This is an optimization exercise on Yosys and OpenROAD, whose aim is small area and a short achievable clock period, not a production implementation.

## job 6041
## fp_add
module fp_add #(
    parameter pDATA_WIDTH = 64,
    parameter pEXP_WIDTH  = 11,
    parameter pFRAC_WIDTH = 52
) (
    input  [(pDATA_WIDTH-1):0] in_A,
    input  [(pDATA_WIDTH-1):0] in_B,
    input                      clk,
    input                      rst_n,
    input                      in_valid,
    output [(pDATA_WIDTH-1):0] result,
    output                     out_valid
);
    wire [10:0] ea_s0 = in_A[62:52];
    wire [10:0] eb_s0 = in_B[62:52];
    wire [6:0] dab_s0;
    wire [6:0] dba_s0;
    fpa_add #(.N(7)) u_dab_0 (.a({1'b0, ea_s0[5:0]}), .b({1'b1, ~eb_s0[5:0]}), .ci(1'b1), .s(dab_s0));
    fpa_add #(.N(7)) u_dba_0 (.a({1'b0, eb_s0[5:0]}), .b({1'b1, ~ea_s0[5:0]}), .ci(1'b1), .s(dba_s0));
    wire elt_s0;
    fpa_lt #(.N(11)) u_elt_0 (.a(ea_s0), .b(eb_s0), .lt(elt_s0));
    reg v_al;
    always @(posedge clk or negedge rst_n)
        if (!rst_n) v_al <= 1'b0;
        else v_al <= in_valid;
    reg [63:0] A_al;
    always @(posedge clk) A_al <= in_A;
    reg [63:0] B_al;
    always @(posedge clk) B_al <= in_B;
    reg [6:0] dab_al;
    always @(posedge clk) dab_al <= dab_s0;
    reg [6:0] dba_al;
    always @(posedge clk) dba_al <= dba_s0;
    reg elt_al;
    always @(posedge clk) elt_al <= elt_s0;
    wire xa_s1 = &A_al[62:52];
    wire xb_s1 = &B_al[62:52];
    wire mza_s1 = ~|A_al[51:0];
    wire mzb_s1 = ~|B_al[51:0];
    wire nan_s1 = (xa_s1 & ~mza_s1) | (xb_s1 & ~mzb_s1) | (xa_s1 & xb_s1 & (A_al[63] ^ B_al[63]));
    wire spec_s1 = xa_s1 | xb_s1;
  ...
clock: 12.5 ns
lec_check: 0
abc_area: 1
cap_margin: 20
core_margin: 2
core_utilization: 50
slew_margin: 20
standard.sh (not shown) runs the stock make flow with config.mk's settings and CLKGATE_MAP_FILE= SYNTH_SCRIPT=/design/flow/synth_recipe.tcl, a recipe that flattens the netlist after the stock synthesis.
==> flow/flow/run.sh <==
#!/bin/bash
# The standard layout (standard.sh) with these changes:
#  - synthesis: synth_recipe.tcl with flow/map.abc as ABC's script (delay-constrained area
#    mapping), and without the full/half-adder extraction step (ADDER_MAP_FILE empty);
#  - timing repair aimed well below the clock period (SETUP_SLACK_MARGIN);
#  - larger clock-tree sink clusters; port buffers of type buf_2.
{ head -n 1 synth_recipe.tcl; cat flow/abc_override.tcl; tail -n +2 synth_recipe.tcl; } > synth_custom.tcl
bash standard.sh SYNTH_SCRIPT=$PWD/synth_custom.tcl ADDER_MAP_FILE= SETUP_SLACK_MARGIN=9.2 \
  "CTS_ARGS=-sink_clustering_enable -repair_clock_nets -sink_clustering_size 24 -sink_clustering_max_diameter 80" \
  "BUFFER_PORTS_ARGS=-buffer_cell sky130_fd_sc_hd__buf_2" finish > standard.log 2>&1
==> flow/flow/abc_override.tcl <==
# Use flow/map.abc as the ABC script of the standard synthesis (everything else unchanged).
proc abc {args} {
  set i [lsearch -exact $args -script]
  if {$i >= 0} { lset args [expr {$i + 1}] [file normalize flow/map.abc] }
  yosys abc {*}$args
}
==> flow/flow/map.abc <==
strash
dch
map -D 2500
topo
stime -c
buffer -c
upsize -c -D 2500
dnsize -c -D 2500
For job 6041, the flow was terminated by a tool error in synthesis (1_2_yosys) and produced no final design.
Inputs modified between job 6041 and job 3658:
- CORE_UTILIZATION changed from 50 to 60
diff --git a/flow/flow/run.sh b/flow/flow/run.sh
--- a/flow/flow/run.sh
+++ b/flow/flow/run.sh
@@ -6,4 +6,5 @@
 #  - larger clock-tree sink clusters; port buffers of type buf_2.
 { head -n 1 synth_recipe.tcl; cat flow/abc_override.tcl; tail -n +2 synth_recipe.tcl; } > synth_custom.tcl
+export FLOW_ABC_SCRIPT=$PWD/flow/map.abc
 bash standard.sh SYNTH_SCRIPT=$PWD/synth_custom.tcl ADDER_MAP_FILE= SETUP_SLACK_MARGIN=9.2 \
   "CTS_ARGS=-sink_clustering_enable -repair_clock_nets -sink_clustering_size 24 -sink_clustering_max_diameter 80" \
==> flow/flow/abc_override.tcl <==
# Use map.abc (in the flow folder) as the ABC script of the standard synthesis.
proc abc {args} {
  set i [lsearch -exact $args -script]
  if {$i >= 0} { lset args [expr {$i + 1}] $::env(FLOW_ABC_SCRIPT) }
  yosys abc {*}$args
}
--- outcome ---
Run status, job 3658: aborted in global routing (5_1_grt), error GRT-0232
Changes in job 3015 relative to job 3658:
- CORE_UTILIZATION changed from 60 to 50
==> flow/flow/map.abc <==
strash
dch
map -D 2000
topo
stime -c
buffer -c
upsize -c -D 2000
dnsize -c -D 2000
Findings:
Job 3015: done, clean on timing, DRC and antenna. Between job 3658 and job 3015, the flow reports cell area after placement increasing by a few percent. In job 3015 relative to job 3658, count of instances resized after the clock tree is built had gone up by more than a quarter. Post-synthesis share of cell area spent on xor and xnor gates down 1.5 points in job 3015 wrt job 3658. Diff job 3658 -> job 3015: sequential cell area fraction in the yosys report has decreased; multiplexer fraction of the synthesized cell area now sits lower; mean cell area of the mapped netlist shrank by 0.30 um^2; number of post-CTS setup repair buffers moved down; synthesized cell count up about 8%.
diff inputs: job 3015 => job 2585
==> flow/flow/run.sh <==
#!/bin/bash
# The standard layout (standard.sh) with these changes:
#  - timing repair aimed well below the clock period (SETUP_SLACK_MARGIN);
#  - larger clock-tree sink clusters; port buffers of type buf_2.
bash standard.sh ADDER_MAP_FILE= SETUP_SLACK_MARGIN=9.2 CTS_CLUSTER_SIZE=30 CTS_CLUSTER_DIAMETER=100 \
  "BUFFER_PORTS_ARGS=-buffer_cell sky130_fd_sc_hd__buf_2" finish > standard.log 2>&1
removed: flow/flow/abc_override.tcl
removed: flow/flow/map.abc
[summary]
- Total met2 wirelength after detailed routing shrinks by more than 10% when moving from job 3015 to job 2585.
- Summary — area taken by flip-flops and latches, job 2585 relative to job 3015: lower, by 0.61%.
- Job 2585: PASS, flow complete, no timing, DRC or antenna violations
- Per the comparison of job 2585 with job 3015, setup slack increased by 0.48 ns relative to the old numbers; well-tap cell count went up 8.
- Summary of job 2585 over job 3015: via count went down; number of clock buffers inserted by TritonCTS went down; detail-routed via count per cell went down.
Relative to job 2585, the following input files were edited for job 1121:
==> flow/flow/run.sh <==
#!/bin/bash
# The standard layout (standard.sh) with these changes:
#  - synthesis: synth_recipe.tcl with flow/map.abc as ABC's script (delay-constrained area
#    mapping), and without the full/half-adder extraction step (ADDER_MAP_FILE empty);
#  - timing repair aimed well below the clock period (SETUP_SLACK_MARGIN);
#  - larger clock-tree sink clusters; port buffers of type buf_2.
{ head -n 1 synth_recipe.tcl; cat flow/abc_override.tcl; tail -n +2 synth_recipe.tcl; } > synth_custom.tcl
bash standard.sh SYNTH_SCRIPT=$PWD/synth_custom.tcl ADDER_MAP_FILE= SETUP_SLACK_MARGIN=9.2 \
  "CTS_ARGS=-sink_clustering_enable -repair_clock_nets -sink_clustering_size 24 -sink_clustering_max_diameter 80" \
  "BUFFER_PORTS_ARGS=-buffer_cell sky130_fd_sc_hd__buf_2" finish > standard.log 2>&1
==> flow/flow/abc_override.tcl (new file) <==
# Use flow/map.abc as the ABC script of the standard synthesis (everything else unchanged).
proc abc {args} {
  set i [lsearch -exact $args -script]
  if {$i >= 0} { lset args [expr {$i + 1}] [file normalize flow/map.abc] }
  yosys abc {*}$args
}
==> flow/flow/map.abc (new file) <==
strash
dch
map -D 2000
topo
stime -c
buffer -c
upsize -c -D 2000
dnsize -c -D 2000
--- outcome ---
Job 1121: aborted in synthesis (1_2_yosys) (tool error)
No run of this note included a check of the RTL's function; only the layout flow was run.

separate check: timing with driven ports:
Ports are ideal in the flow. The routed layouts listed here were re-timed in OpenROAD.
Step 1 (the two cells are an assumption about what drives the block):
set clk [get_ports {clk}]
set_driving_cell -lib_cell sky130_fd_sc_hd__clkbuf_16 $clk
set_driving_cell -lib_cell sky130_fd_sc_hd__buf_2 [delete_from_list [all_inputs] $clk]
Step 2 moves the port delays by t, midway between the first and last clock arrival at a register: inputs arrive t later, outputs are due t later. That takes back most of the time a late clock gives input paths.
Slacks: ideal ports / drivers / drivers and shift; pairs: ideal ports / drivers.
| run | t, ns | slack for setup (ns) | worst register clock-pin slew, ns |
|---|---|---|---|
| job 3015 | 0.690 | 8.412 / 8.412 / 8.412 | 0.10 / 0.10 |
| job 2585 | 0.655 | 8.890 / 8.827 / 8.365 | 0.11 / 0.11 |
After both steps every run listed still meets setup and hold. For job 2585, which loses most, drivers alone change the setup slack by -0.063 ns; drivers and shift together by -0.525 ns.
